This design comes from an exercise in tuning for small area and a short achievable clock period on the open sky130 flow, not from production work. At most, simulation tests tie the RTL to the original design; equivalence was not proved. No functional check of the RTL was part of runs 6 to 8. No activity file was given, so power comes from the tool's default toggle rates.

===== flow/run.sh =====
#!/bin/bash
# synth_recipe.tcl (not shown) runs the flow's synth.tcl, then flattens the netlist and writes it again
# the make line also repeats each setting of config.mk as NAME=value (left out here)
make -C /OpenROAD-flow-scripts/flow DESIGN_CONFIG=/design/flow/config.mk WORK_HOME=/design/flow/orfs CLKGATE_MAP_FILE= SYNTH_SCRIPT=/design/flow/synth_recipe.tcl finish

===== flow/config.mk =====
export PLATFORM = sky130hd
export DESIGN_NAME = sync_fifo_32x8
export DESIGN_NICKNAME = sync_fifo_32x8
export VERILOG_FILES = /design/flow/design.v
export SDC_FILE = /design/flow/constraint.sdc
export NUM_CORES = 4
export LEC_CHECK = 0
export CAP_MARGIN = 20
export CORE_MARGIN = 2
export CORE_UTILIZATION = 40
export PLACE_DENSITY = 0.6
export SETUP_SLACK_MARGIN = 0.2
export SLEW_MARGIN = 20

===== flow/constraint.sdc =====
create_clock -name core_clock -period 3.3 [get_ports {clk}]
set_input_delay 0.6600 -clock core_clock [delete_from_list [all_inputs] [get_ports {clk}]]
set_output_delay 0.6600 -clock core_clock [all_outputs]
set_load 0.01 [all_outputs]

===== flow/design.v =====
module sync_fifo_32x8 #(
  parameter DEPTH =32,
  parameter WIDTH = 8
) (
  input clk,rst,
  input wr_en,
  input wire [WIDTH-1:0] din,
  output full,
  input rd_en,
  output reg [WIDTH-1:0] dout,
  output empty
);
  reg [WIDTH-1:0] fifo [0:DEPTH-1];
  reg [$clog2(DEPTH):0] wr_ptr, rd_ptr;
  always @(posedge clk or posedge rst) begin
    if (rst) begin
      wr_ptr <= 0;
      rd_ptr <= 0;
      dout   <= 0;
    end
    else begin
      if (wr_en && !full) begin
        fifo[ wr_ptr[$clog2(DEPTH)-1:0] ] <= din;
        wr_ptr <= wr_ptr + 1;
      end
      if (rd_en && !empty) begin
        dout   <= fifo[ rd_ptr[$clog2(DEPTH)-1:0] ];
        rd_ptr <= rd_ptr + 1;
      end
    end
  end
  assign empty = (wr_ptr == rd_ptr);
  assign full  = ({ ~wr_ptr[$clog2(DEPTH)], wr_ptr[$clog2(DEPTH)-1:0] } == rd_ptr);
endmodule

==> summary.txt, run 1 <==
Layout
  – Share of cells above drive strength 1: 0.166
  – Design Area, Final: 13300 um^2
  – Final #Nets: 841
  – Synth-to-Final Area Change: 18.0%
  – Filler Cells Inserted: 2434
  – Antenna Cells: 0

Yosys
  – Synth Instances: 747
  – Area leader, netlist: edfxtp_1
  – Mapped Avg Cell Area: 15.1 um^2
  – Synth Register Bits: 276
  – Post-synth top area share: 0.682
  – Sequential area share after synthesis: 0.727
  – Asr flop ratio synth: 0.0725
  – Distinct cells, synth: 59
  – Ys flop type: edfxtp_1
  – Syn. warnings: 2
  – Synthesized Nets: 771
  – Synth Cell Area: 11300 um^2
  – Number of synthesized flops with an enable pin: 256
  – Ranking of synthesized cells by area: edfxtp_1 (68%), dfrtp_1 (4.4%), mux2i_1 (2.5%)

STA
  – Final cycle utilization of the critical path: 0.925
  – Least-Margin Pin Slew: 1160 ps
  – Hold Violations, Final: 0
  – Setup Total Neg Slack: 0 ps
  – Final Setup Violations: 0
  – Fin. max-slew vios: 0
  – Min Tclk post-route: 3050 ps
  – RSZ-0062 raised after global routing: yes
  – Fmax: 0.327 GHz
  – Headroom to the max-slew limit: 0.217
  – Clock Skews: 11.2 ps

Worst hold path
  – Worst Hold Class: reg -> reg

Drt
  – Antenna viol nets, final: 0
  – Initial DRC count: 1201
  – # DRC: 0
  – DRT Pass-1 Iters: 7
  – Final WL: 36.0 mm
  – WL/cell: 29.6 um
  – Vias: 7311
  – Avg Vias per Cell: 6.02

Clocking
  – Clock Latency Late Sink: 550 ps
  – CTS Buffer Depth: 3
  – CTS buffer count: 28
  – Root Buffer: clkbuf_16
  – CTS clk-pin slew, worst paths: 60 ps
  – Number of clock sinks: 276
  – Clock H-tree levels: 1
  – CTS tree: done

Critical path
  – Max FO, Critical Path: 10
  – Crit path buf inv count: 1
  – Worst Path Required: 3710 ps
  – Startpoint Class: flip-flop
  – CP top delay family: simple AND/OR/NAND/NOR gates
  – Critical path data arrival time: 3470 ps
  – Crit path cell chain: ha_1, buf_4, nor4bb_1, a222oi_1, o21ai_1, or4_4, nor3_4, o31ai_1
  – Worst reg-to-reg setup slack: 250 ps
  – Slowest cell on the critical path: a222oi_1
  – Setup crit end kind: flip-flop
  – Critical Path Max Stage Delay: 660 ps
  – Critical path class: reg -> reg

Power
  – Power per standard cell area: 846 nW/um^2
  – P_leak: 4.48 nW
  – VDD IR max: 0.000419 V
  – Register share of total power: 0.378
  – Net switching power: 3.89 mW
  – Power share of the clock group: 0.294
  – Switching Share: 0.346
  – Total power: 11.2 mW
  – Pint: 7.35 mW
  – Logic gate share of total power: 0.327

Floorplan
  – Die Y: 172 um
  – Die area: 29500 um^2
  – Die W: 172 um
  – Core Area: 27800 um^2
  – # IOs: 22
  – Rows: 61
  – Initial Util: 0.406

Global routing
  – Largest net degree at the start of global routing: 33
  – Initial antenna violation count: 0
  – Tot GR Track Use: 0.250
  – GRT overflow: 0
  – Vias in the first global route: 7038
  – First-pass GRT wire length: 51.8 mm

Placement
  – Placed Area: 12300 um^2
  – GP Congestion: 1.12
  – Buffers on Ports: 21
  – Dpl hpwl: 24.3 mm

Status
  – Status: finished clean

Flow run
  – MaxCap Viol Count: 0
## cell usage after synthesis, types with 7 or more instances
| cell | number |
|---|---|
| and3_1 | 10 |
| nand4_1 | 8 |
| dfrtp_1 | 20 |
| nand3_1 | 43 |
| buf_2 | 19 |
| nor2b_1 | 8 |
| mux2_2 | 15 |
| xor2_1 | 10 |
| mux2i_1 | 28 |
| o22ai_1 | 7 |
| nor2_1 | 35 |
| inv_1 | 13 |
| a22oi_1 | 31 |
| ha_1 | 12 |
| a32o_1 | 7 |
| nor3_1 | 12 |
| nand2_1 | 42 |
| a22o_1 | 12 |
| a21oi_1 | 11 |
| o21ai_0 | 14 |
| and2_1 | 18 |
| edfxtp_1 | 256 |
| nor4_1 | 10 |
| a32oi_1 | 14 |
| clkbuf_1 | 22 |
## power groups by stage
stage / Clock (mW) / Sequential [mW] / Combinational [mW]
global route: 3.48 / 4.28 / 3.84
CTS: 3.33 / 4.25 / 3.52
detailed placement: 0 / 4.39 / 3.34
global placement: 0 / 4.39 / 3.34
floorplan: 0 / 4.25 / 2.00
finish: 3.31 / 4.25 / 3.68
## worst min-delay path, cell delays in order (launching register included)
cell and delay (ps):
dfrtp_1 340, nand2_1 50, o31ai_1 50
## registers in the layout (all words and copies together) (netlist names)
name and flops:
dout 8, fifo 256, rd_ptr 6, wr_ptr 6
## cells by family (layout without fill, tap and decap cells)
kind of cell,after synthesis,after routing,share of synthesized area
buffers and inverters,60,150,0.0234
AOI/OAI and AO/OA,135,135,0.0904
muxes,43,43,0.0399
DFF,276,276,0.727
xor gates and xnor gates,14,14,0.0109
adders and majority gates,12,12,0.0133
and+or+nand+nor,207,207,0.0955
## final cells by class
class | count | area [um^2] | share of cell area
clock buffer | 32 | 737 | 0.0554
sequential | 276 | 8200 | 0.617
timing repair buffer | 87 | 743 | 0.0559
clock inverter | 18 | 214 | 0.0161
tap | 378 | 473 | 0.0356
multi-input combinational | 411 | 2880 | 0.217
inverter | 13 | 48.8 | 0.00367
## metrics by stage
stage / hold slack [ps] / std cells / util / setup slack [ps]
after floorplan: 462 / 747 / - / 425
after global placement: 464 / 1159 / 0.441 / 48.3
after detailed placement: 470 / 1159 / 0.441 / 31.9
after CTS: 484 / 1215 / 0.477 / 185
after global routing: 511 / 1215 / 0.478 / 172
final: 477 / 1215 / 0.478 / 246
## layout by cell type, fill, tap and decap left out, drive strengths merged, types with 6 or more instances in the layout
cell	instances
edfxtp	256
buf	66
nand3	43
nand2	42
nor2	35
clkbuf	32
a22oi	31
mux2i	28
clkdlybuf4s50	21
dfrtp	20
and2	19
mux2	15
o21ai	14
a32oi	14
inv	13
a22o	12
ha	12
nor3	12
a21oi	11
xor2	10
and3	10
clkinv	10
nor4	10
nor2b	8
nand4	8
o22ai	7
a32o	7
o31ai	6
## layer usage
layer,share of wire,vias up,GRT usage
li1,-,3077,-
met1,0.40,3603,0.348
met2,0.45,528,0.394
met3,0.11,103,0.0525
met4,0.038,0,0.0793
met5,0,-,0
## worst paths after layout
check,startpoint,cells after the start,to
worst min-delay path,dout[1],2,dout[1]
worst max-delay path,rd_ptr[0],8,dout[4]
worst max register to register,rd_ptr[0],8,dout[4]
min in group asynchronous,rst,2,wr_ptr[1]
max in group asynchronous,rst,2,rd_ptr[3]
worst min register to register,dout[1],2,dout[1]
## what timing repair did
action,CTS,global route
setup endpoints to repair,2,2
pin swaps,1,1
hold buffers,0,0
gates cloned,0,0
buffers inserted,6,0
gates resized for setup,4,6
==> run 2, diff against run 1 <==
==> flow/design.v (replaced) <==
module sync_fifo_32x8 #(
  parameter DEPTH = 32,
  parameter WIDTH = 8
) (
  input clk, rst,
  input wr_en,
  input wire [WIDTH-1:0] din,
  output full,
  input rd_en,
  output reg [WIDTH-1:0] dout,
  output empty
);
  reg [WIDTH-1:0] fifo [0:DEPTH-1];
  reg [4:0] wr_ptr, rd_ptr;
  reg full_r, empty_r;
  function [4:0] succ;
    input [4:0] p;
    succ = {p[3:0], p[4] ^ p[2] ^ (p[3:0] == 4'b0000)};
  endfunction
  wire [4:0] wr_nxt = succ(wr_ptr);
  wire [4:0] rd_nxt = succ(rd_ptr);
  wire almost_full  = (wr_nxt == rd_ptr);    
  wire almost_empty = (rd_nxt == wr_ptr);    
  wire wa = wr_en & ~full_r;
  wire ra = rd_en & ~empty_r;
  always @(posedge clk or posedge rst) begin
    if (rst) begin
      wr_ptr  <= 5'd0;
      rd_ptr  <= 5'd0;
      full_r  <= 1'b0;
      empty_r <= 1'b1;
      dout    <= {WIDTH{1'b0}};
    end else begin
      if (wa) wr_ptr <= wr_nxt;
      if (ra) rd_ptr <= rd_nxt;
      if (ra) dout <= fifo[rd_ptr];
      full_r  <= full_r  ? ~ra : (almost_full  & wa & ~ra);
      empty_r <= empty_r ? ~wa : (almost_empty & ra & ~wa);
    end
  end
  always @(posedge clk) begin
    if (wa) fifo[wr_ptr] <= din;
  end
  assign full  = full_r;
  assign empty = empty_r;
endmodule
--- a/flow/config.mk
+++ b/flow/config.mk
@@ -10,4 +10,4 @@
 export CORE_UTILIZATION = 40
 export PLACE_DENSITY = 0.6
-export SETUP_SLACK_MARGIN = 0.2
+export SETUP_SLACK_MARGIN = 1.8
 export SLEW_MARGIN = 20
==> run 2 against run 1 <==
Sequential share of layout area fell by 2.4 points. Final cell count fell by 13%. Count of clock-buffer cells in the layout did not move. Sequential power rose by 4.9%.
==> summary.txt, run 2 <==
Status
  – Status: finished clean

STA
  – Least-Margin Pin Slew: 818 ps
  – Fmax: 0.513 GHz
  – Hold Violations, Final: 0
  – RSZ-0062 raised after global routing: yes
  – Final cycle utilization of the critical path: 0.591
  – Final Setup Violations: 0
  – Clock Skews: 15.8 ps
  – Fin. max-slew vios: 0
  – Min Tclk post-route: 1950 ps
  – Headroom to the max-slew limit: 0.454
  – Setup Total Neg Slack: 0 ps

Global routing
  – Vias in the first global route: 5957
  – Tot GR Track Use: 0.184
  – GRT overflow: 0
  – First-pass GRT wire length: 38.7 mm
  – Largest net degree at the start of global routing: 33
  – Initial antenna violation count: 0

Drt
  – DRT Pass-1 Iters: 4
  – DRT met1 WL: 11.1 mm
  – Met2 wire len: 12.8 mm
  – Final WL: 26.6 mm
  – Vias: 5961
  – Initial DRC count: 640
  – Avg Vias per Cell: 5.66
  – Antenna viol nets, final: 0
  – Top Layer Used: met4
  – # DRC: 0
  – WL/cell: 25.3 um
  – Met3 wire length: 1.97 mm

Critical path
  – Max FO, Critical Path: 8
  – Worst Path Required: 3720 ps
  – Setup crit end kind: flip-flop
  – Worst R2R Path Depth: 6
  – Critical path class: reg -> reg
  – Critical path data arrival time: 2370 ps
  – Critical Path Max Stage Delay: 540 ps
  – Slowest cell on the critical path: mux4_2
  – Startpoint Class: flip-flop
  – Crit path cell chain: buf_6, buf_12, mux4_2, o22ai_2, nor2_2, o31a_1

Clocking
  – CTS buffer count: 27
  – Clock Latency Late Sink: 530 ps
  – Number of clock sinks: 276
  – Clock H-tree levels: 1
  – CTS Buffer Depth: 3
  – Root Buffer: clkbuf_16
  – CTS clk-pin slew, worst paths: 60 ps
  – CTS tree: done

Yosys
  – Mapped Avg Cell Area: 18.7 um^2
  – Ys flop type: edfxtp_1
  – Most numerous cell in the Yosys netlist: edfxtp_1
  – Sequential area share after synthesis: 0.745
  – Synth Cell Area: 11000 um^2
  – Area leader, netlist: edfxtp_1
  – Distinct cells, synth: 34
  – Asr flop ratio synth: 0.0725
  – Synth Instances: 589
  – Synthesized Nets: 601
  – Ranking of synthesized cells by area: edfxtp_1 (70%), mux4_2 (11%), dfrtp_1 (4.3%)
  – Commonest cells post-synth: edfxtp_1 (256), mux4_2 (55), nor2_1 (48)
  – Synth Register Bits: 276
  – Number of synthesized flops with an enable pin: 256
  – Post-synth top area share: 0.699
  – Syn. warnings: 1

Power
  – Switching Share: 0.327
  – Pint: 7.87 mW
  – P_leak: 4.47 nW
  – VDD IR max: 0.000429 V
  – Power share of the clock group: 0.251
  – Logic gate share of total power: 0.368
  – Total power: 11.7 mW
  – Register share of total power: 0.382
  – Power per standard cell area: 845 nW/um^2
  – Net switching power: 3.82 mW

Placement
  – Dpl hpwl: 15.2 mm
  – GP Congestion: 0.873
  – Buffers on Ports: 21

Floorplan
  – Core Area: 27000 um^2
  – Initial Util: 0.408
  – Rows: 60
  – Die Y: 170 um
  – Die W: 170 um
  – # IOs: 22
  – Die area: 28800 um^2

Worst hold path
  – Worst Hold Class: in -> async

Layout
  – Antenna Cells: 0
  – Final #Nets: 705
  – Most frequent cells in the layout: edfxtp_1 (256), mux4_2 (56), buf_4 (46), nor2_4 (33), nand2_1 (31)
  – Synth-to-Final Area Change: 25.9%
  – Max FFs per register: 256
  – Share of cells above drive strength 1: 0.436
  – Most common cell after layout, fill and taps aside: edfxtp_1

Flow run
  – MaxCap Viol Count: 0
-- run 2: cell types whose count changed after synthesis, moves of 10 or more --
cell | before | now
a22o_1 | 12 | 0
a22oi_1 | 31 | 0
a32oi_1 | 14 | 0
and2_1 | 18 | 2
and3_1 | 10 | 0
ha_1 | 12 | 0
inv_1 | 13 | 3
mux2i_1 | 28 | 8
mux4_2 | 0 | 55
nand3_1 | 43 | 2
nor2_1 | 35 | 48
nor4_1 | 10 | 0
-- run 2: per-layer routing --
layer / track usage / vias to the layer above
met5: 0 / -
met4: 0.0591 / 0
met3: 0.0215 / 41
met2: 0.297 / 246
met1: 0.264 / 3102
li1: - / 2572
-- run 2: cell type report --
| class | instances | area, um^2 |
|---|---|---|
| Clock buffer | 32 | 694 |
| Timing Repair Buffer | 112 | 1250 |
| Fill cell | 2076 | 13100 |
| Clock inverter | 17 | 145 |
| Inverter | 3 | 15.0 |
| Tap cell | 341 | 427 |
| Sequential cell | 276 | 8200 |
| Timing Repair inverter | 1 | 7.51 |
| Multi-Input combinational cell | 272 | 3100 |
-- run 2: path summary, 6_finish.rpt --
check / startpoint / endpoint / slack (ps)
setup / recovery: rd_ptr[0] / dout[4] / 1350
hold / removal: rst / wr_ptr[3] / 590
setup reg to reg: rd_ptr[0] / dout[4] / 1350
hold reg to reg: empty_r / empty_r / 690
max in group asynchronous: rst / rd_ptr[2] / 2100
min in group core_clock: rd_en / rd_ptr[3] / 640
-- run 2: power groups by stage --
stage | registers (mW) | logic [mW] | clock network [mW]
after floorplan | 4.33 | 2.53 | 0
after global placement | 4.66 | 3.01 | 0
after detailed placement | 4.68 | 3.05 | 0
after CTS | 4.45 | 4.08 | 2.98
after global routing | 4.48 | 4.50 | 3.11
final | 4.46 | 4.30 | 2.93
-- run 2: cell families after synthesis --
group                     after synthesis  share of synthesized area
AOI/OAI and AO/OA                      62                     0.0375
xor gates and xnor gates               10                    0.00797
buffers and inverters                  41                     0.0222
DFF                                   276                      0.745
muxes                                  80                      0.139
and+or+nand+nor                       120                     0.0485
-- run 2: worst max-delay path: cells and delay by family, from the launching register on --
family | cells | cell delay (ps)
AND/OR/NAND/NOR | 1 | 70
multiplexers | 1 | 540
buffers and inverters | 2 | 290
AO/OA/AOI/OAI | 2 | 500
flip-flops | 1 | 440
-- run 2: metrics by stage --
stage	area [um^2]	instances	worst slack [ps]	utilization	hold slack (ps)
after floorplan	11300	589	1390	-	572
after global placement	11900	938	555	0.441	555
after detailed placement	11900	938	515	0.441	566
after CTS	13600	1041	1380	0.506	604
after global routing	13800	1054	1300	0.513	665
final	13800	1054	1350	0.513	595
-- run 2: repair_timing --
| item | in CTS | in global routing |
|---|---|---|
| hold buffers | 0 | 0 |
| hold endpoints to repair | 0 | 0 |
| cloned | 3 | 2 |
| buffers inserted | 51 | 11 |
| pin swaps | 30 | 19 |
| setup endpoints to repair | 278 | 277 |
| gates resized for setup | 127 | 22 |
==> run 3, diff against run 2 <==
--- a/flow/config.mk
+++ b/flow/config.mk
@@ -10,4 +10,4 @@
 export CORE_UTILIZATION = 40
 export PLACE_DENSITY = 0.6
-export SETUP_SLACK_MARGIN = 1.8
+export SETUP_SLACK_MARGIN = 0.2
 export SLEW_MARGIN = 20
==> run 3 against run 2 <==
Power fell by 12%. Highest routed layer unchanged. Count of clock-buffer cells in the layout up 2. Global-route usage down 0.81 points. Clock skew down 5.9 ps. Non-clock buffer count decreased by 56. Critical path type unchanged. Still clean. Flip-flop and latch count stayed put. Sequential power rose by 4%.
==> summary.txt, run 3 <==
Critical path
  – Reg2Reg Launch Point: rd_ptr[0]
  – Max FO, Critical Path: 34
  – Critical path class: reg -> reg
  – Worst Path Required: 3710 ps
  – Startpoint Class: flip-flop
  – Critical path data arrival time: 2860 ps
  – Worst reg-to-reg setup slack: 860 ps
  – R2R Path End: dout[4]
  – Worst setup path start: rd_ptr[0]
  – Setup crit end kind: flip-flop
  – Worst R2R Path Depth: 5

Worst hold path
  – Hold Path Stages: 2
  – Hold endpoint: empty_r
  – Hold_sp: empty_r
  – Worst Hold Class: reg -> reg

STA
  – Fmax: 0.409 GHz
  – RSZ-0062 raised after global routing: no
  – Setup Total Neg Slack: 0 ps
  – Worst setup margin: 856 ps
  – Hold Violations, Final: 0
  – Fin. max-slew vios: 0
  – Clock Skews: 9.95 ps
  – Least-Margin Pin Slew: 1080 ps
  – Headroom to the max-slew limit: 0.274
  – Final Setup Violations: 0
  – Worst hold slack: 605 ps
  – Min Tclk post-route: 2440 ps
  – Final cycle utilization of the critical path: 0.741

Drt
  – Avg Vias per Cell: 5.66
  – WL/cell: 24.9 um
  – Initial DRC count: 679
  – Final WL: 24.8 mm
  – Vias: 5628
  – DRT Pass-1 Iters: 5
  – # DRC: 0
  – Antenna viol nets, final: 0

Layout
  – Most frequent cells in the layout: edfxtp_1 (256), mux4_2 (55), nor2_1 (48), nand2_1 (37), buf_4 (33)
  – Max FFs per register: 256
  – Most common cell after layout, fill and taps aside: edfxtp_1
  – Synth-to-Final Area Change: 14.1%
  – Final #Nets: 649
  – Share of cells above drive strength 1: 0.226
  – Antenna Cells: 0

Clocking
  – CTS tree: done
  – CTS Buffer Depth: 3
  – CTS buffer count: 28
  – Post-cts resize count: 0
  – Number of clock sinks: 276
  – Cts hold-fix bufs: 0
  – Setup repair bufs after CTS: 0
  – Clock Latency Late Sink: 530 ps
  – CTS clk-pin slew, worst paths: 60 ps
  – Clock H-tree levels: 1
  – Root Buffer: clkbuf_16

Placement
  – Pre-CTS setup slack: 381 ps
  – Buffers on Ports: 21
  – Dpl hpwl: 15.3 mm
  – GP Congestion: 0.819

Yosys
  – Sequential area share after synthesis: 0.745
  – Synth Cell Area: 11000 um^2
  – Ranking of synthesized cells by area: edfxtp_1 (70%), mux4_2 (11%), dfrtp_1 (4.3%)
  – Synthesized Nets: 601
  – Most numerous cell in the Yosys netlist: edfxtp_1
  – Synth Register Bits: 276
  – Ys flop type: edfxtp_1
  – Mapped Avg Cell Area: 18.7 um^2
  – Post-synth top area share: 0.699
  – Asr flop ratio synth: 0.0725
  – Commonest cells post-synth: edfxtp_1 (256), mux4_2 (55), nor2_1 (48)
  – Synth Instances: 589
  – Number of synthesized flops with an enable pin: 256
  – Syn. warnings: 1
  – Distinct cells, synth: 34
  – Area leader, netlist: edfxtp_1

Floorplan
  – Rows: 60
  – Initial Util: 0.408
  – Die Y: 170 um
  – Core Area: 27000 um^2
  – Die area: 28800 um^2
  – Die W: 170 um
  – # IOs: 22

Power
  – Register share of total power: 0.448
  – Logic gate share of total power: 0.267
  – P_leak: 4.03 nW
  – Power per standard cell area: 823 nW/um^2
  – Switching Share: 0.304
  – Power share of the clock group: 0.285
  – Net switching power: 3.14 mW
  – VDD IR max: 0.000498 V
  – Pint: 7.18 mW

Global routing
  – Largest net degree at the start of global routing: 50
  – Initial antenna violation count: 0
  – GRT overflow: 0
  – Vias in the first global route: 5706
  – Tot GR Track Use: 0.176
  – First-pass GRT wire length: 37.2 mm

Status
  – Status: finished clean

Flow run
  – MaxCap Viol Count: 0
## run 3: cell types whose count changed in the layout (fill, tap and decap cells not counted), sizes merged
cell / previous run / this run
clkinv: 11 / 10
dlygate4sd2: 1 / 0
clkdlybuf4s50: 9 / 21
clkbuf: 33 / 34
inv: 3 / 4
dlymetal6s2s: 1 / 0
buf: 100 / 35
clkinvlp: 5 / 0
## run 3: worst max-delay path by stage
stage | to | cells past startpoint
6_report | dout[4] | 5
5_1_grt | dout[4] | 5
4_1_cts | dout[4] | 5
3_5_place_dp | fifo[0][1] | 4
3_3_place_gp | fifo[14][1] | 5
2_1_floorplan | fifo[13][0] | 6
## run 3: power groups by stage
stage               logic, mW  clock network [mW]  registers, mW
finish                   2.76                2.94           4.62
global route             2.97                3.13           4.67
CTS                      2.79                2.99           4.63
detailed placement       2.78                   0           4.70
global placement         2.73                   0           4.68
floorplan                2.25                   0           4.32
## run 3: final cells by class
class	count	area, um^2
Sequential cell	276	8190
Tap cell	341	427
Multi-Input combinational cell	272	2560
Timing Repair Buffer	56	498
Clock buffer	34	723
Fill cell	2225	14400
Inverter	3	11.3
Clock inverter	13	126
## run 3: worst max-delay path, stage by stage, from the launching register on
cell and delay [ps]:
dfrtp_4 810, buf_12 340, mux4_2 550, nand2_1 80
a21oi_1 150, o31a_1 360
## run 3: logic make-up (layout without fill, tap and decap cells)
group | Yosys count | after routing | share of synthesized area
AO/OA/AOI/OAI | 62 | 62 | 0.0375
XOR/XNOR | 10 | 10 | 0.00797
AND/OR/NAND/NOR | 120 | 120 | 0.0485
multiplexers | 80 | 80 | 0.139
buffers and inverters | 41 | 106 | 0.0222
flip-flops | 276 | 276 | 0.745
## run 3: routing by layer
metal,global-route usage,wire [um],vias up
met5,0,0,-
met4,0.0468,439,0
met3,0.0303,1680,33
met2,0.284,12100,221
met1,0.250,10600,2929
li1,-,-,2445
## run 3: per-stage QoR
stage	total power, mW	cells	instance area [um^2]	utilization
after global placement	7.41	948	11700	0.434
after CTS	10.4	995	12500	0.465
after floorplan	6.57	589	11000	-
after global routing	10.8	995	12500	0.465
final	10.3	995	12500	0.465
after detailed placement	7.47	948	11700	0.434
==> run 4, diff against run 3 <==
--- a/flow/config.mk
+++ b/flow/config.mk
@@ -10,4 +10,4 @@
 export CORE_UTILIZATION = 40
 export PLACE_DENSITY = 0.6
-export SETUP_SLACK_MARGIN = 0.2
+export SETUP_SLACK_MARGIN = 1.3
 export SLEW_MARGIN = 20
==> run 4 against run 3 <==
Still clean. Via count up 0.12%. Core utilization up 1.4 points. Clock skew up 13 ps. Worst hold slack better by 27 ps. Global-route usage about the same. Synthesized cell count unchanged. Register-to-register slack better by 470 ps. Setup slack better by 470 ps. Combinational power up 18%. Fmax up 24%. Highest routed layer unchanged.
==> summary.txt, run 4 <==
Yosys
  – Commonest cells post-synth: edfxtp_1 (256), mux4_2 (55), nor2_1 (48)
  – Mapped Avg Cell Area: 18.7 um^2
  – Synth Cell Area: 11000 um^2
  – Syn. warnings: 1
  – Most numerous cell in the Yosys netlist: edfxtp_1
  – Post-synth top area share: 0.699
  – Ys flop type: edfxtp_1
  – Asr flop ratio synth: 0.0725
  – Synthesized Nets: 601
  – Number of synthesized flops with an enable pin: 256
  – Ranking of synthesized cells by area: edfxtp_1 (70%), mux4_2 (11%), dfrtp_1 (4.3%)
  – Sequential area share after synthesis: 0.745
  – Synth Register Bits: 276
  – Synth Instances: 589
  – Distinct cells, synth: 34
  – Area leader, netlist: edfxtp_1

Critical path
  – Startpoint Class: flip-flop
  – Setup crit end kind: flip-flop
  – Critical path class: reg -> reg
  – Critical path data arrival time: 2400 ps
  – Worst Path Required: 3720 ps
  – Max FO, Critical Path: 17

Clocking
  – CTS tree: done
  – CTS buffer count: 28
  – Root Buffer: clkbuf_16
  – CTS Buffer Depth: 3
  – Clock H-tree levels: 1
  – Cts hold-fix bufs: 0
  – Clock Latency Late Sink: 550 ps
  – Number of clock sinks: 276
  – CTS clk-pin slew, worst paths: 60 ps

Flow run
  – MaxCap Viol Count: 0

STA
  – Min Tclk post-route: 1980 ps
  – Final cycle utilization of the critical path: 0.599
  – Headroom to the max-slew limit: 0.488
  – RSZ-0062 raised after global routing: yes
  – Setup Total Neg Slack: 0 ps
  – Final Setup Violations: 0
  – Fin. max-slew vios: 0
  – Worst setup margin: 1320 ps
  – Hold Violations, Final: 0
  – Fmax: 0.506 GHz
  – Least-Margin Pin Slew: 768 ps
  – Clock Skews: 22.6 ps

Global routing
  – Vias in the first global route: 5798
  – GRT overflow: 0
  – Largest net degree at the start of global routing: 35
  – Tot GR Track Use: 0.176
  – First-pass GRT wire length: 37.1 mm
  – Initial antenna violation count: 0

Layout
  – Final Non-Filler Cells: 1010
  – Filler Cells Inserted: 2217
  – Most frequent cells in the layout: edfxtp_1 (256), mux4_2 (56), buf_4 (37), nand2_1 (36), nor2_1 (34)
  – Max FFs per register: 256
  – Final #Nets: 659
  – Antenna Cells: 0
  – Synth-to-Final Area Change: 17.4%
  – Design Area, Final: 12900 um^2
  – Most common cell after layout, fill and taps aside: edfxtp_1
  – Final core occ: 0.479
  – Share of cells above drive strength 1: 0.287

Floorplan
  – Die area: 28800 um^2
  – # IOs: 22
  – Die Y: 170 um
  – Initial Util: 0.408
  – Die W: 170 um
  – Core Area: 27000 um^2
  – Rows: 60

Worst hold path
  – Worst Hold Class: in -> reg

Drt
  – # DRC: 0
  – DRT met1 WL: 10.9 mm
  – Avg Vias per Cell: 5.58
  – Top Layer Used: met4
  – Vias: 5635
  – Final WL: 25.2 mm
  – Met3 wire length: 1.40 mm
  – Initial DRC count: 757
  – Met2 wire len: 12.3 mm
  – Antenna viol nets, final: 0
  – WL/cell: 25.0 um
  – DRT Pass-1 Iters: 5

Power
  – P_leak: 4.17 nW
  – VDD IR max: 0.000386 V
  – Power per standard cell area: 834 nW/um^2

Placement
  – Pre-CTS setup slack: 460 ps
  – GP Congestion: 0.807
  – Placed insts: 948
  – Placed Area: 11700 um^2
  – Buffers on Ports: 21
  – Dpl hpwl: 15.3 mm

Status
  – Status: finished clean
==> run 4: cell types whose count changed in the layout (fill, tap and decap cells not counted), moves of 4 or more <==
cell / change
o22ai_2: +4
nor2_4: +14
clkbuf_8: +4
o22ai_1: -4
nor2_1: -14
dlygate4sd2_1: +9
clkdlybuf4s50_1: -11
buf_4: +4
==> run 4: worst max-delay path, cell delays in order (launching register included) <==
cell and delay [ps]:
dfrtp_4 510, buf_16 210, mux4_2 530, mux2i_1 300, a211oi_1 150, o31a_1 140
==> run 4: layer usage <==
layer	vias up	track usage
met5	-	0
met4	0	0.0483
met3	39	0.0224
met2	196	0.295
met1	2928	0.244
li1	2472	-
==> run 4: metrics by stage <==
step / power (mW) / hold slack, ps
after global placement: 7.49 / 581
after global routing: 11.2 / 646
final: 10.8 / 632
after floorplan: 6.63 / 564
after CTS: 10.6 / 639
after detailed placement: 7.52 / 605
==> run 4: repair_timing <==
item / CTS / global route
pin swaps: 1 / 1
buffers inserted: 8 / 1
resized for setup: 21 / 26
setup endpoints to repair: 195 / 176
gates cloned: 0 / 1
==> run 4: cell families after synthesis <==
group,count (synthesis),synth area share
xor gates and xnor gates,10,0.00797
buffers and inverters,41,0.0222
AOI/OAI and AO/OA,62,0.0375
DFF,276,0.745
muxes,80,0.139
and+or+nand+nor,120,0.0485
==> run 4: layout make-up <==
class,count,area [um^2],area share
clock buffer,39,803,0.0622
clock inverter,13,85.1,0.00659
inverter,3,11.3,0.000872
multi-input combinational,272,2730,0.212
sequential,276,8200,0.635
tap,341,427,0.0331
timing repair buffer,66,651,0.0504
==> run 4: final timing paths <==
path	slack [ps]	start	to	cells past startpoint
max	1320	rd_ptr[0]	dout[6]	5
min	630	wr_en	wr_ptr[3]	4
max reg2reg	1320	rd_ptr[0]	dout[6]	5
min reg2reg	660	full_r	full_r	3
max in group asynchronous	2060	rst	rd_ptr[2]	2
min in group asynchronous	660	rst	wr_ptr[1]	2
==> run 4: report_power, final <==
| part | internal (mW) | leakage [nW] | switching, mW |
|---|---|---|---|
| registers | 4.15 | 2.54 | 0.333 |
| clock network | 1.76 | 0.438 | 1.25 |
| logic | 1.50 | 1.20 | 1.78 |
==> run 5, diff against run 4 <==
--- a/flow/config.mk
+++ b/flow/config.mk
@@ -6,8 +6,11 @@
 export NUM_CORES = 4
 export LEC_CHECK = 0
+export ABC_CLOCK_PERIOD_IN_PS = 1200
 export CAP_MARGIN = 20
 export CORE_MARGIN = 2
-export CORE_UTILIZATION = 40
-export PLACE_DENSITY = 0.6
+export CORE_UTILIZATION = 60
+export CTS_CLUSTER_DIAMETER = 60
+export CTS_CLUSTER_SIZE = 30
+export PLACE_DENSITY = 0.75
 export SETUP_SLACK_MARGIN = 1.3
 export SLEW_MARGIN = 20
==> run 5 against run 4 <==
Final cell count shrank 14%. Design area fell by 2.3%. Critical endpoint is now dout[3]. Setup slack got worse by 60 ps. Synthesized cell count unchanged.
==> summary.txt, run 5 <==
Clocking
  – CTS tree: done
  – CTS clk-pin slew, worst paths: 90 ps
  – CTS buffer count: 17
  – Clock Latency Late Sink: 500 ps
  – Root Buffer: clkbuf_16
  – CTS Buffer Depth: 3
  – Number of clock sinks: 276
  – Clock H-tree levels: 1

Placement
  – Pre-CTS setup slack: 395 ps
  – Dpl hpwl: 14.5 mm
  – Placed Area: 11500 um^2
  – GP Congestion: 0.922
  – Buffers on Ports: 21

Yosys
  – Mapped Avg Cell Area: 18.7 um^2
  – Simple-gate area share of the yosys netlist: 0.0485
  – Ys flop type: edfxtp_1
  – Synth Area in XOR/XNOR: 0.00797
  – Post-synth top area share: 0.699
  – Number of synthesized flops with an enable pin: 256
  – Distinct cells, synth: 34
  – Synth Instances: 589
  – Synth Register Bits: 276
  – Ranking of synthesized cells by area: edfxtp_1 (70%), mux4_2 (11%), dfrtp_1 (4.3%)
  – Mux contribution to synthesized area: 0.139
  – Sequential area share after synthesis: 0.745
  – Largest family of logic cells by synthesized area: multiplexers
  – Synth Area in Compound Gates: 0.0375
  – Commonest cells post-synth: edfxtp_1 (256), mux4_2 (55), nor2_1 (48)
  – Syn. warnings: 1
  – Asr flop ratio synth: 0.0725
  – Most numerous cell in the Yosys netlist: edfxtp_1
  – Synthesized Nets: 601
  – Synth Area in Adders: 0
  – Area leader, netlist: edfxtp_1
  – Synth Cell Area: 11000 um^2

Layout
  – Final #Nets: 646
  – Final core occ: 0.702
  – Design Area, Final: 12600 um^2
  – Synth-to-Final Area Change: 14.7%
  – Antenna Cells: 0
  – Share of cells above drive strength 1: 0.290
  – Most common cell after layout, fill and taps aside: edfxtp_1
  – Max FFs per register: 256
  – Most frequent cells in the layout: edfxtp_1 (256), mux4_2 (55), nand2_1 (34), buf_4 (30), nor2_1 (27)

STA
  – Headroom to the max-slew limit: 0.440
  – Fin. max-slew vios: 0
  – Min Tclk post-route: 2040 ps
  – Fmax: 0.491 GHz
  – Final Setup Violations: 0
  – Least-Margin Pin Slew: 839 ps
  – Final cycle utilization of the critical path: 0.617
  – Clock Skews: 21.1 ps
  – Setup Total Neg Slack: 0 ps
  – Hold Violations, Final: 0
  – Worst setup margin: 1260 ps
  – RSZ-0062 raised after global routing: yes

Critical path
  – Slowest cell on the critical path: mux4_1
  – Critical Path Max Stage Delay: 570 ps
  – CP top delay family: compound AO/OA/AOI/OAI gates
  – Critical path class: reg -> reg
  – Startpoint Class: flip-flop
  – Worst Path Required: 3680 ps
  – Setup crit end kind: flip-flop
  – Crit path cell chain: buf_4, mux4_1, o32ai_1, a211oi_2, o31a_1
  – Crit path buf inv count: 1
  – Max FO, Critical Path: 6
  – Levels on crit path: 5
  – Worst R2R Path Depth: 5
  – Critical path data arrival time: 2420 ps

Status
  – Status: finished clean

Drt
  – WL/cell: 27.7 um
  – DRT Pass-1 Iters: 5
  – Avg Vias per Cell: 6.58
  – # DRC: 0
  – Initial DRC count: 773
  – Antenna viol nets, final: 0
  – Vias: 5740
  – Final WL: 24.2 mm

Power
  – Power per standard cell area: 811 nW/um^2
  – VDD IR max: 0.000919 V
  – P_leak: 4.03 nW

Floorplan
  – Die W: 139 um
  – # IOs: 22
  – Core Area: 18000 um^2
  – Die area: 19400 um^2
  – Initial Util: 0.612
  – Die Y: 139 um
  – Rows: 49

Flow run
  – MaxCap Viol Count: 0

Global routing
  – First-pass GRT wire length: 35.7 mm
  – Initial antenna violation count: 0
  – GRT overflow: 0
  – Tot GR Track Use: 0.247
  – Vias in the first global route: 5656
  – Largest net degree at the start of global routing: 33

Worst hold path
  – Worst Hold Class: in -> reg
  – Hold Path Stages: 3
==> run 5: final timing paths <==
kind	start	end	slack, ps
worst max-delay path	rd_ptr[0]	dout[3]	1260
worst max register to register	rd_ptr[0]	dout[3]	1260
min in group asynchronous	rst	dout[0]	640
worst min-delay path	wr_en	empty_r	610
worst min register to register	empty_r	empty_r	610
max in group asynchronous	rst	rd_ptr[2]	2050
==> run 5: tightest hold or removal path, stage by stage <==
cell	delay (ps)
dlymetal6s2s_1	150
nor2b_4	160
nor2_1	100
==> run 5: repair_timing <==
item / in CTS / in global routing
setup endpoints to repair: 267 / 233
setup buffers: 10 / 4
gates resized for setup: 41 / 23
pin swaps: 2 / 2
hold endpoints to repair: 0 / 0
gates cloned: 0 / 3
hold buffers: 0 / 0
==> run 5: cells by family (layout without fill, tap and decap cells) <==
logic type,after synthesis,after routing
buffers and inverters,41,96
AO/OA/AOI/OAI,62,62
flip-flops,276,276
multiplexers,80,80
AND/OR/NAND/NOR,120,120
XOR/XNOR,10,10
==> run 5: metal layers <==
metal / GRT usage / routed length, um
met1: 0.378 / 10200
met2: 0.388 / 11300
met3: 0.0389 / 2140
met4: 0.0574 / 584
met5: 0 / 0
==> run 5: stage by stage <==
step           hold WS (ps)  total power [mW]  cells
2_1_floorplan           564              6.63    589
3_3_place_gp            552              7.34    827
3_5_place_dp            581              7.41    827
4_1_cts                 613              9.89    866
5_1_grt                 626              10.6    873
6_report                610              10.2    873
==> run 5: power by group <==
part / total (mW) / internal (mW) / switching (mW)
combinational: 3.41 / 1.59 / 1.82
clock: 2.29 / 1.05 / 1.24
sequential: 4.52 / 4.14 / 0.381
total: 10.2 / 6.78 / 3.44
==> run 5: final cells by class <==
type | instances | area [um^2]
Timing Repair Buffer | 64 | 693
Clock buffer | 17 | 425
Inverter | 3 | 15.0
Multi-Input combinational cell | 272 | 2810
Sequential cell | 276 | 8200
Tap cell | 229 | 287
Fill cell | 1083 | 5360
Clock inverter | 12 | 181
==> run 6, diff against run 5 <==
==> flow/design.v (replaced) <==
module sync_fifo_32x8 #(
  parameter DEPTH = 32,
  parameter WIDTH = 8
) (
  input clk, rst,
  input wr_en,
  input wire [WIDTH-1:0] din,
  output full,
  input rd_en,
  output reg [WIDTH-1:0] dout,
  output empty
);
  reg [WIDTH-1:0] fifo [0:DEPTH-1];
  reg [4:0] wr_ptr, rd_ptr;
  reg [7:0] rd_lo;    
  reg [3:0] rd_hi;    
  reg full_r, nempty_r;
  function [4:0] succ;
    input [4:0] p;
    succ = {p[3:0], p[4] ^ p[2] ^ (p[3:0] == 4'b0000)};
  endfunction
  wire [4:0] wr_nxt = succ(wr_ptr);
  wire [4:0] rd_nxt = succ(rd_ptr);
  wire almost_full  = (wr_nxt == rd_ptr);    
  wire almost_empty = (rd_nxt == wr_ptr);    
  wire wa = wr_en & ~full_r;
  wire ra = rd_en & nempty_r;
  reg [WIDTH-1:0] rdata;
  integer i;
  always @* begin
    rdata = {WIDTH{1'b0}};
    for (i = 0; i < DEPTH; i = i + 1)
      rdata = rdata | (fifo[i] & {WIDTH{rd_hi[i >> 3] & rd_lo[i & 7]}});
  end
  always @(posedge clk or posedge rst) begin
    if (rst) begin
      wr_ptr   <= 5'd0;
      rd_ptr   <= 5'd0;
      rd_lo    <= 8'd1;
      rd_hi    <= 4'd1;
      full_r   <= 1'b0;
      nempty_r <= 1'b0;
      dout     <= {WIDTH{1'b0}};
    end else begin
      if (wa) wr_ptr <= wr_nxt;
      if (ra) begin
        rd_ptr <= rd_nxt;
        rd_lo  <= 8'd1 << rd_nxt[2:0];
        rd_hi  <= 4'd1 << rd_nxt[4:3];
        dout   <= rdata;
      end
      full_r   <= full_r ? ~ra : (almost_full & wa & ~ra);
      nempty_r <= nempty_r ? ~(almost_empty & ra & ~wa) : wa;
    end
  end
  always @(posedge clk) begin
    if (wa) fifo[wr_ptr] <= din;
  end
  assign full  = full_r;
  assign empty = ~nempty_r;
endmodule
==> run 6 against run 5 <==
Critical endpoint unchanged. Global-route usage rose by 5.9 points. Synthesized area is 0.47% higher. Count of clock-buffer cells in the layout up 3. Sequential power rose by 11%. Critical path depth did not move. First-iteration DRC count increased by 76%. Largest cell class unchanged. Non-clock buffer count increased by 35. Die area is 0.45% higher. Fmax down 6.7%. Register-to-register slack worse by 150 ps. Power rose by 0.96%. Combinational power fell by 17%.
==> summary.txt, run 6 <==
Status
  – Status: finished clean

Layout
  – Final #Nets: 782
  – Synth-to-Final Area Change: 14.1%
  – Final core occ: 0.699
  – Most frequent cells in the layout: edfxtp_1 (256), buf_4 (69), a22oi_1 (68), nand2_1 (67), a22o_1 (45)
  – Antenna Cells: 0
  – Share of cells above drive strength 1: 0.176
  – Max FFs per register: 256
  – Most common cell after layout, fill and taps aside: edfxtp_1

Yosys
  – Synth Register Bits: 288
  – Syn. warnings: 1
  – Area leader, netlist: edfxtp_1
  – Ranking of synthesized cells by area: edfxtp_1 (70%), dfrtp_1 (6.8%), a22oi_1 (4.6%)
  – Sequential area share after synthesis: 0.769
  – Synth Instances: 704
  – Synth Cell Area: 11000 um^2
  – Synthesized Nets: 716
  – Most numerous cell in the Yosys netlist: edfxtp_1
  – Distinct cells, synth: 34
  – Asr flop ratio synth: 0.111
  – Post-synth top area share: 0.696
  – Mapped Avg Cell Area: 15.7 um^2
  – Ys flop type: edfxtp_1
  – Commonest cells post-synth: edfxtp_1 (256), a22oi_1 (68), nand2_1 (67)
  – Number of synthesized flops with an enable pin: 256

Drt
  – Initial DRC count: 1363
  – DRT Pass-1 Iters: 8
  – Vias: 7108
  – # DRC: 0
  – Antenna viol nets, final: 0
  – Avg Vias per Cell: 7.03
  – Final WL: 30.0 mm
  – WL/cell: 29.6 um

STA
  – Min Tclk post-route: 2180 ps
  – Fmax: 0.458 GHz
  – Fin. max-slew vios: 0
  – Clock Skews: 14.7 ps
  – Final cycle utilization of the critical path: 0.662
  – Setup Total Neg Slack: 0 ps
  – Worst setup margin: 1120 ps
  – Hold Violations, Final: 0
  – Least-Margin Pin Slew: 812 ps
  – Final Setup Violations: 0
  – Headroom to the max-slew limit: 0.458
  – RSZ-0062 raised after global routing: yes

Global routing
  – Top Usage Layer GRT: met2
  – GRT overflow: 0
  – Met2 Resource Use GR: 0.475
  – Met3 Resource Use GR: 0.0754
  – Met1 usage: 0.427
  – Tot GR Track Use: 0.307
  – First-pass GRT wire length: 43.9 mm
  – Largest net degree at the start of global routing: 33
  – Vias in the first global route: 6912
  – Initial antenna violation count: 1

Critical path
  – R2R Path End: dout[3]
  – Critical path class: reg -> reg
  – CP endpoint: dout[3]
  – Levels on crit path: 5
  – Worst setup path start: rd_hi[3]
  – Critical Path Max Stage Delay: 580 ps
  – Setup crit end kind: flip-flop
  – CP top delay family: compound AO/OA/AOI/OAI gates
  – Crit path cell chain: buf_4, a22oi_1, nand2_1, a222oi_1, a21oi_1
  – Crit path buf inv count: 1
  – Critical path data arrival time: 2530 ps
  – Worst reg-to-reg setup slack: 1120 ps
  – Slowest cell on the critical path: dfrtp_1
  – Worst R2R Path Depth: 5
  – Worst Path Required: 3650 ps
  – Max FO, Critical Path: 24
  – Startpoint Class: flip-flop
  – Reg2Reg Launch Point: rd_hi[3]

Clocking
  – CTS Buffer Depth: 3
  – Number of clock sinks: 288
  – Cts hold-fix bufs: 0
  – CTS clk-pin slew, worst paths: 90 ps
  – Root Buffer: clkbuf_16
  – Clock H-tree levels: 1
  – CTS tree: done
  – Clock Latency Late Sink: 510 ps
  – CTS buffer count: 19

Worst hold path
  – Worst Hold Class: in -> async

Floorplan
  – Initial Util: 0.613
  – Die area: 19500 um^2
  – Die W: 140 um
  – Rows: 49
  – Die Y: 140 um
  – # IOs: 22
  – Core Area: 18000 um^2

Power
  – Power per standard cell area: 819 nW/um^2
  – VDD IR max: 0.000801 V
  – P_leak: 4.37 nW

Placement
  – Buffers on Ports: 21
  – Pre-CTS setup slack: 506 ps
  – Dpl hpwl: 18.0 mm
  – GP Congestion: 0.951

Flow run
  – MaxCap Viol Count: 0
-- run 6: cell types whose count changed after synthesis, sizes merged, moves of 9 or more --
cell,before,now
a22o,0,45
o22ai,9,0
buf,21,36
nand2,37,67
a22oi,0,68
dfrtp,19,30
mux2,16,0
a222oi,0,26
nand3,2,25
mux4,56,0
-- run 6: layer usage --
metal | wire, um | share of wire
met1 | 10900 | 0.36
met2 | 13900 | 0.46
met3 | 3930 | 0.13
met4 | 1220 | 0.041
met5 | 17 | 0.00057
-- run 6: repair_timing --
action,4_1_cts,5_1_grt
setup endpoints to repair,186,226
gates resized for setup,31,18
pin swaps,5,8
setup buffers,11,5
-- run 6: worst min-delay path by stage --
stage	startpoint	to	slack [ps]	cells past startpoint
global placement	dout[0]	dout[0]	520	2
detailed placement	dout[0]	dout[0]	560	2
finish	rst	rd_ptr[1]	550	2
floorplan	rd_ptr[3]	rd_hi[0]	560	2
global route	dout[0]	dout[0]	590	2
CTS	dout[5]	dout[5]	570	2
-- run 6: where the power goes --
part / switching, mW / internal, mW / total [mW]
Sequential: 0.652 / 4.37 / 5.02
Combinational: 1.70 / 1.12 / 2.82
Clock: 1.28 / 1.20 / 2.48
-- run 6: layout make-up --
type	instances	area (um^2)
multi-input cells	353	2310
flip-flops and latches	288	8520
well taps	229	287
inverters	9	33.8
repair buffers	99	826
clock inverters	13	143
fillers	1146	5430
clock buffers	20	479
-- run 6: per-stage QoR --
| step | hold slack, ps | total power, mW | cell area [um^2] | instances |
|---|---|---|---|---|
| 4_1_cts | 572 | 10.1 | 12500 | 1006 |
| 3_5_place_dp | 558 | 7.57 | 11700 | 962 |
| 6_report | 549 | 10.3 | 12600 | 1011 |
| 3_3_place_gp | 521 | 7.48 | 11700 | 962 |
| 2_1_floorplan | 559 | 6.46 | 11000 | 704 |
| 5_1_grt | 593 | 10.6 | 12600 | 1011 |
-- run 6: worst register-to-register path, cell delays in order (launching register included) --
cell	delay (ps)
dfrtp_1	580
buf_4	340
a22oi_1	230
nand2_1	120
a222oi_1	570
a21oi_1	180
-- run 6: logic make-up after synthesis --
group           count (synthesis)  synth area share
compound gates                178             0.128
xor+xnor                       13            0.0110
flops                         288             0.769
simple gates                  162            0.0641
buf+inv                        63            0.0281
==> run 7, diff against run 6 <==
==> flow/config.mk (replaced) <==
export PLATFORM = sky130hd
export DESIGN_NAME = sync_fifo_32x8
export DESIGN_NICKNAME = sync_fifo_32x8
export VERILOG_FILES = /design/flow/design.v
export SDC_FILE = /design/flow/constraint.sdc
export NUM_CORES = 4
export LEC_CHECK = 0
export CAP_MARGIN = 20
export CORE_MARGIN = 2
export CORE_UTILIZATION = 40
export PLACE_DENSITY = 0.6
export SETUP_SLACK_MARGIN = 1.8
export SLEW_MARGIN = 20
==> run 7 against run 6 <==
First-iteration DRC count down 11%. Critical path depth stayed put. Clock skew up 6.3 ps. Core utilization is 18 points lower. Fmax up 10%. Count of clock-buffer cells in the layout increased by 22. Combinational power increased by about 50%. Flip-flop and latch count did not move. Largest power group unchanged. Highest routed layer is now met4.
==> summary.txt, run 7 <==
Global routing
  – First-pass GRT wire length: 52.0 mm
  – Tot GR Track Use: 0.254
  – GRT overflow: 0
  – Initial antenna violation count: 0
  – Largest net degree at the start of global routing: 33
  – Vias in the first global route: 7162

Yosys
  – Mapped Avg Cell Area: 15.7 um^2
  – Commonest cells post-synth: edfxtp_1 (256), a22oi_1 (68), nand2_1 (67)
  – Synth Register Bits: 288
  – Syn. warnings: 1
  – Synth Cell Area: 11000 um^2
  – Most numerous cell in the Yosys netlist: edfxtp_1
  – Synth Instances: 704
  – Area leader, netlist: edfxtp_1
  – Post-synth top area share: 0.696
  – Ranking of synthesized cells by area: edfxtp_1 (70%), dfrtp_1 (6.8%), a22oi_1 (4.6%)
  – Ys flop type: edfxtp_1
  – Number of synthesized flops with an enable pin: 256
  – Sequential area share after synthesis: 0.769
  – Asr flop ratio synth: 0.111
  – Synthesized Nets: 716
  – Distinct cells, synth: 34

STA
  – Least-Margin Pin Slew: 613 ps
  – Fmax: 0.504 GHz
  – Hold Violations, Final: 0
  – Setup Total Neg Slack: 0 ps
  – RSZ-0062 raised after global routing: yes
  – Worst setup margin: 1320 ps
  – Final cycle utilization of the critical path: 0.601
  – Headroom to the max-slew limit: 0.592
  – Min Tclk post-route: 1980 ps
  – Clock Skews: 21.0 ps
  – Final Setup Violations: 0
  – Fin. max-slew vios: 0

Layout
  – Multi-input gate area: 2730 um^2
  – Synth-to-Final Area Change: 26.8%
  – Antenna Cells: 0
  – Most common cell after layout, fill and taps aside: edfxtp_1
  – Most frequent cells in the layout: edfxtp_1 (256), buf_4 (73), nand2_1 (65), a22oi_1 (63), a22o_1 (43)
  – Final #Nets: 824
  – Register area: 8540 um^2
  – Filler Cells Inserted: 2149
  – Max FFs per register: 256
  – Share of cells above drive strength 1: 0.307
  – Final core occ: 0.518

Critical path
  – R2R Path End: dout[1]
  – Startpoint Class: flip-flop
  – Worst reg-to-reg setup slack: 1320 ps
  – Critical path data arrival time: 2390 ps
  – Reg2Reg Launch Point: rd_lo[2]
  – Setup crit end kind: flip-flop
  – Worst Path Required: 3700 ps
  – Worst R2R Path Depth: 5
  – Max FO, Critical Path: 4
  – Critical path class: reg -> reg

Floorplan
  – Die Y: 170 um
  – Initial Util: 0.409
  – Die W: 170 um
  – Core Area: 27000 um^2
  – Rows: 60
  – Die area: 28900 um^2
  – # IOs: 22

Clocking
  – Clock Latency Late Sink: 550 ps
  – CTS Buffer Depth: 3
  – Root Buffer: clkbuf_16
  – CTS buffer count: 28
  – CTS clk-pin slew, worst paths: 70 ps
  – CTS tree: done
  – Number of clock sinks: 288
  – Clock H-tree levels: 1

Placement
  – Pre-CTS setup slack: 736 ps
  – Dpl hpwl: 20.4 mm
  – Buffers on Ports: 21
  – GP Congestion: 0.895

Power
  – Power per standard cell area: 900 nW/um^2
  – Pint: 8.30 mW
  – VDD IR max: 0.000424 V
  – P_leak: 4.81 nW
  – Switching Share: 0.342
  – Logic gate share of total power: 0.336
  – Power share of the clock group: 0.271
  – Net switching power: 4.31 mW
  – Register share of total power: 0.392

Worst hold path
  – Worst Hold Class: in -> async

Drt
  – # DRC: 0
  – DRT Pass-1 Iters: 6
  – Initial DRC count: 1212
  – Final WL: 36.6 mm
  – WL/cell: 31.1 um
  – Vias: 7363
  – Antenna viol nets, final: 0
  – Avg Vias per Cell: 6.27

Status
  – Status: finished clean

Flow run
  – MaxCap Viol Count: 0
-- run 7: cell counts after synthesis --
Identical to the previous run, type by type.
-- run 7: stage by stage --
stage	power (mW)	area (um^2)	instances	hold WS, ps
finish	12.6	14000	1174	521
floorplan	6.67	11300	704	559
detailed placement	7.81	11900	1044	561
global route	12.9	14000	1174	591
CTS	12.1	13700	1159	529
global placement	7.78	11900	1044	545
-- run 7: power by group through the flow --
stage	sequential [mW]	combinational, mW	clock, mW
after detailed placement	5.23	2.59	0
after global placement	5.22	2.56	0
after global routing	4.95	4.40	3.57
after CTS	4.93	3.76	3.43
final	4.94	4.24	3.42
after floorplan	4.56	2.11	0
-- run 7: cells by family after synthesis --
logic type | after synthesis | synth area share
xor gates and xnor gates | 13 | 0.0110
DFF | 288 | 0.769
and+or+nand+nor | 162 | 0.0641
buffers and inverters | 63 | 0.0281
AOI/OAI and AO/OA | 178 | 0.128
-- run 7: worst max-delay path, cell delays in order, from the launching register on --
cell	delay, ps
dfrtp_4	550
a22o_1	230
a222oi_1	600
nand3_1	190
a21oi_2	170
a41oi_2	110
-- run 7: worst max-delay path by stage --
| stage | start | to | slack, ps | cells past startpoint |
|---|---|---|---|---|
| after floorplan | wr_en | fifo[31][0] | 1560 | 4 |
| after global placement | wr_en | fifo[9][1] | 760 | 5 |
| after detailed placement | wr_en | fifo[17][3] | 740 | 5 |
| after CTS | rd_lo[2] | dout[6] | 1420 | 5 |
| after global routing | rd_lo[2] | dout[1] | 1350 | 5 |
| final | rd_lo[2] | dout[1] | 1320 | 5 |
-- run 7: layout make-up --
class                      instances  area share
sequential                       288       0.610
multi-input combinational        353       0.195
timing repair buffer             132      0.0916
clock buffer                      42      0.0582
tap                              341      0.0305
clock inverter                     9      0.0122
inverter                           9     0.00241
-- run 7: per-layer routing --
| metal | GRT usage | wire length [um] |
|---|---|---|
| met1 | 0.347 | 13800 |
| met4 | 0.101 | 1870 |
| met2 | 0.405 | 17000 |
| met3 | 0.0458 | 3920 |
| met5 | 0 | 0 |
-- run 7: timing repair --
item,CTS,global route
resized for setup,116,34
endpoints found under the setup margin,280,286
buffers inserted,63,15
cloned,1,0
hold buffers,0,0
pin swaps,36,41
==> run 8, diff against run 7 <==
--- a/flow/design.v
+++ b/flow/design.v
@@ -13,10 +13,16 @@
   reg [WIDTH-1:0] fifo [0:DEPTH-1];
   reg [4:0] wr_ptr, rd_ptr;
-  reg [7:0] rd_lo;    
-  reg [3:0] rd_hi;    
+  reg [7:0] rd_lo;             
+  reg [3:0] rd_hi;             
   reg full_r, nempty_r;
+  reg wr_pend, rd_byp;
+  reg [WIDTH-1:0] wr_data;
   function [4:0] succ;
     input [4:0] p;
     succ = {p[3:0], p[4] ^ p[2] ^ (p[3:0] == 4'b0000)};
+  endfunction
+  function [4:0] pred;
+    input [4:0] p;
+    pred = {p[0] ^ p[3] ^ (p[4:1] == 4'b0000), p[4:1]};
   endfunction
   wire [4:0] wr_nxt = succ(wr_ptr);
@@ -26,8 +32,10 @@
   wire wa = wr_en & ~full_r;
   wire ra = rd_en & nempty_r;
+  wire [4:0] rd_new  = ra ? rd_nxt : rd_ptr;
+  wire       byp_new = wa & (~nempty_r | (almost_empty & ra));
   reg [WIDTH-1:0] rdata;
   integer i;
   always @* begin
-    rdata = {WIDTH{1'b0}};
+    rdata = wr_data & {WIDTH{rd_byp}};
     for (i = 0; i < DEPTH; i = i + 1)
       rdata = rdata | (fifo[i] & {WIDTH{rd_hi[i >> 3] & rd_lo[i & 7]}});
@@ -41,13 +49,15 @@
       full_r   <= 1'b0;
       nempty_r <= 1'b0;
+      wr_pend  <= 1'b0;
+      rd_byp   <= 1'b0;
       dout     <= {WIDTH{1'b0}};
     end else begin
       if (wa) wr_ptr <= wr_nxt;
-      if (ra) begin
-        rd_ptr <= rd_nxt;
-        rd_lo  <= 8'd1 << rd_nxt[2:0];
-        rd_hi  <= 4'd1 << rd_nxt[4:3];
-        dout   <= rdata;
-      end
+      rd_ptr   <= rd_new;
+      rd_lo    <= 8'd1 << rd_new[2:0];
+      rd_hi    <= byp_new ? 4'd0 : (4'd1 << rd_new[4:3]);
+      rd_byp   <= byp_new;
+      wr_pend  <= wa;
+      if (ra) dout <= rdata;
       full_r   <= full_r ? ~ra : (almost_full & wa & ~ra);
       nempty_r <= nempty_r ? ~(almost_empty & ra & ~wa) : wa;
@@ -55,5 +65,6 @@
   end
   always @(posedge clk) begin
-    if (wa) fifo[wr_ptr] <= din;
+    wr_data <= din;
+    if (wr_pend) fifo[pred(wr_ptr)] <= wr_data;
   end
   assign full  = full_r;
--- a/flow/config.mk
+++ b/flow/config.mk
@@ -10,4 +10,4 @@
 export CORE_UTILIZATION = 40
 export PLACE_DENSITY = 0.6
-export SETUP_SLACK_MARGIN = 1.8
+export SETUP_SLACK_MARGIN = 1.3
 export SLEW_MARGIN = 20
==> run 8 against run 7 <==
Sequential power is 4.9% higher. Largest power group unchanged. Still clean on timing, DRC and antenna. Highest routed layer unchanged. Synthesized cell count is 1.1% lower. Global-route usage is 4.3 points lower. Non-clock buffer count is 40 lower.
==> summary.txt, run 8 <==
Status
  – Status: finished clean

Floorplan
  – # IOs: 22
  – Core Area: 27600 um^2
  – Die area: 29300 um^2
  – Initial Util: 0.404
  – Die W: 171 um
  – Rows: 61
  – Die Y: 171 um

STA
  – Hold Violations, Final: 0
  – Headroom to the max-slew limit: 0.420
  – Fin. max-slew vios: 0
  – Final Setup Violations: 0
  – Worst hold slack: 531 ps
  – Fmax: 0.480 GHz
  – Final cycle utilization of the critical path: 0.631
  – Clock Skews: 16.9 ps
  – RSZ-0062 raised after global routing: yes
  – Setup Total Neg Slack: 0 ps
  – Least-Margin Pin Slew: 869 ps
  – Min Tclk post-route: 2080 ps

Critical path
  – Setup crit end kind: flip-flop
  – Worst Path Required: 3470 ps
  – Max FO, Critical Path: 11
  – Critical path class: reg -> reg
  – CP top delay family: simple AND/OR/NAND/NOR gates
  – Critical Path Max Stage Delay: 640 ps
  – Crit path buf inv count: 0
  – Crit path cell chain: nand3b_1, nor2_2
  – Slowest cell on the critical path: nor2_2
  – Startpoint Class: flip-flop
  – Critical path data arrival time: 2250 ps

Yosys
  – Synth Register Bits: 298
  – Distinct cells, synth: 43
  – Synth Cell Area: 11200 um^2
  – Most numerous cell in the Yosys netlist: edfxtp_1
  – Ys flop type: edfxtp_1
  – Sequential area share after synthesis: 0.779
  – Synthesized Nets: 708
  – Synth Instances: 696
  – Commonest cells post-synth: edfxtp_1 (256), a22oi_1 (71), nor2_1 (48)
  – Area leader, netlist: edfxtp_1
  – Asr flop ratio synth: 0.114
  – Syn. warnings: 1
  – Post-synth top area share: 0.688
  – Ranking of synthesized cells by area: edfxtp_1 (69%), dfrtp_1 (7.2%), a22oi_1 (4.8%)
  – Mapped Avg Cell Area: 16.1 um^2
  – Number of synthesized flops with an enable pin: 256

Clocking
  – CTS tree: done
  – CTS clk-pin slew, worst paths: 60 ps
  – Root Buffer: clkbuf_16
  – Number of clock sinks: 298
  – Clock Latency Late Sink: 540 ps
  – Cts hold-fix bufs: 0
  – CTS buffer count: 29
  – Clock H-tree levels: 1
  – CTS Buffer Depth: 3

Layout
  – Final core occ: 0.484
  – Final #Nets: 783
  – Most frequent cells in the layout: edfxtp_1 (256), a22oi_1 (69), buf_4 (61), a22o_1 (46), nand2_1 (38)
  – Share of cells above drive strength 1: 0.202
  – Most common cell after layout, fill and taps aside: edfxtp_1
  – Filler Cells Inserted: 2332
  – Max FFs per register: 256
  – Antenna Cells: 0
  – Synth-to-Final Area Change: 19.6%

Drt
  – Initial DRC count: 942
  – Avg Vias per Cell: 5.83
  – DRT Pass-1 Iters: 5
  – Antenna viol nets, final: 0
  – Vias: 6818
  – # DRC: 0
  – WL/cell: 26.3 um
  – Final WL: 30.7 mm

Power
  – VDD IR max: 0.000490 V
  – Power per standard cell area: 844 nW/um^2
  – P_leak: 4.54 nW

Global routing
  – First-pass GRT wire length: 44.2 mm
  – Largest net degree at the start of global routing: 35
  – Tot GR Track Use: 0.210
  – Vias in the first global route: 6695
  – Initial antenna violation count: 0
  – GRT overflow: 0

Placement
  – Buffers on Ports: 21
  – Dpl hpwl: 19.0 mm
  – GP Congestion: 0.900

Flow run
  – MaxCap Viol Count: 0

Worst hold path
  – Worst Hold Class: in -> async
[run 8: worst paths after layout]
check | start | end | slack, ps | cells after the start
max | wr_ptr[2] | fifo[10][0] | 1220 | 2
min | rst | rd_lo[3] | 530 | 3
max reg2reg | wr_ptr[2] | fifo[10][0] | 1220 | 2
min reg2reg | dout[6] | dout[6] | 580 | 1
max in group asynchronous | rst | rd_lo[7] | 2420 | 3
min in group core_clock | din[2] | wr_data[2] | 560 | 1
[run 8: logic make-up (layout without fill, tap and decap cells)]
kind of cell              after synthesis  after routing  share of synthesized area
DFF                                   298            298                      0.779
AOI/OAI and AO/OA                     175            175                      0.125
and+or+nand+nor                       145            145                     0.0599
buffers and inverters                  59            155                     0.0208
xor gates and xnor gates               12             12                    0.00940
muxes                                   7              7                    0.00672
[run 8: worst min-delay path, stage by stage]
cell             delay (ps)
clkdlybuf4s50_1         400
inv_1                    50
buf_4                   390
[run 8: through the flow]
stage	power [mW]	instance area (um^2)	std cells	setup WS (ps)
2_1_floorplan	6.51	11200	696	1340
3_3_place_gp	7.64	12000	1092	927
3_5_place_dp	7.69	12000	1092	817
4_1_cts	11.1	13100	1155	1120
5_1_grt	11.7	13400	1170	1130
6_report	11.3	13400	1170	1220
[run 8: report_power, final]
| part | internal [mW] | switching (mW) |
|---|---|---|
| Clock | 1.92 | 1.32 |
| Combinational | 1.21 | 1.65 |
| Sequential | 4.52 | 0.664 |
[run 8: what timing repair did]
action / CTS / global route
endpoints found under the setup margin: 133 / 120
buffers inserted: 11 / 15
resized for setup: 38 / 29
pin swaps: 3 / 15
[run 8: cell type report]
class | count | area (um^2) | area share
Inverter | 11 | 41.3 | 0.00309
Sequential cell | 298 | 8730 | 0.654
Clock buffer | 36 | 752 | 0.0563
Clock inverter | 16 | 176 | 0.0132
Multi-Input combinational cell | 339 | 2370 | 0.177
Timing Repair Buffer | 92 | 816 | 0.0610
Tap cell | 378 | 473 | 0.0354
[run 8: routing by layer]
metal | up-vias | track usage | routed length, um
met4 | 0 | 0.0929 | 1340
met2 | 398 | 0.335 | 14500
li1 | 2920 | - | -
met3 | 68 | 0.0442 | 2890
met1 | 3432 | 0.280 | 12000
met5 | - | 0 | 0

## static timing again, ports no longer ideal
The results above use ideal ports. As a check the final layouts listed here were re-extracted and re-timed, cells and wires unchanged. Step 1: set_driving_cell puts a clkbuf_16 on clk and a buf_2 on each other input, an assumption about the parent block. Step 2 also shifts input and output timing later by t, the mid clock arrival at the registers, as if the neighbouring blocks saw the same clock. a / b / c = ideal ports / drivers / drivers and shift; a / b = the first two.
| run | shift t [ns] | setup slack, ns | worst register clock-pin slew, ns |
|---|---|---|---|
| run 1 | 0.594 | 0.246 / 0.246 / 0.246 | 0.07 / 0.07 |
| run 2 | 0.571 | 1.349 / 1.349 / 1.028 | 0.07 / 0.07 |
| run 3 | 0.575 | 0.856 / 0.856 / 0.370 | 0.06 / 0.06 |
| run 4 | 0.577 | 1.323 / 1.313 / 0.820 | 0.06 / 0.06 |
| run 5 | 0.530 | 1.263 / 1.263 / 0.851 | 0.11 / 0.11 |
| run 6 | 0.550 | 1.116 / 1.116 / 0.800 | 0.09 / 0.09 |
| run 7 | 0.593 | 1.315 / 1.315 / 1.171 | 0.07 / 0.07 |
| run 8 | 0.583 | 1.216 / 1.216 / 0.912 | 0.07 / 0.07 |
After both steps every run listed still meets setup and hold. For run 4, which loses most, drivers alone change the setup slack by -0.010 ns; drivers and shift together by -0.503 ns.
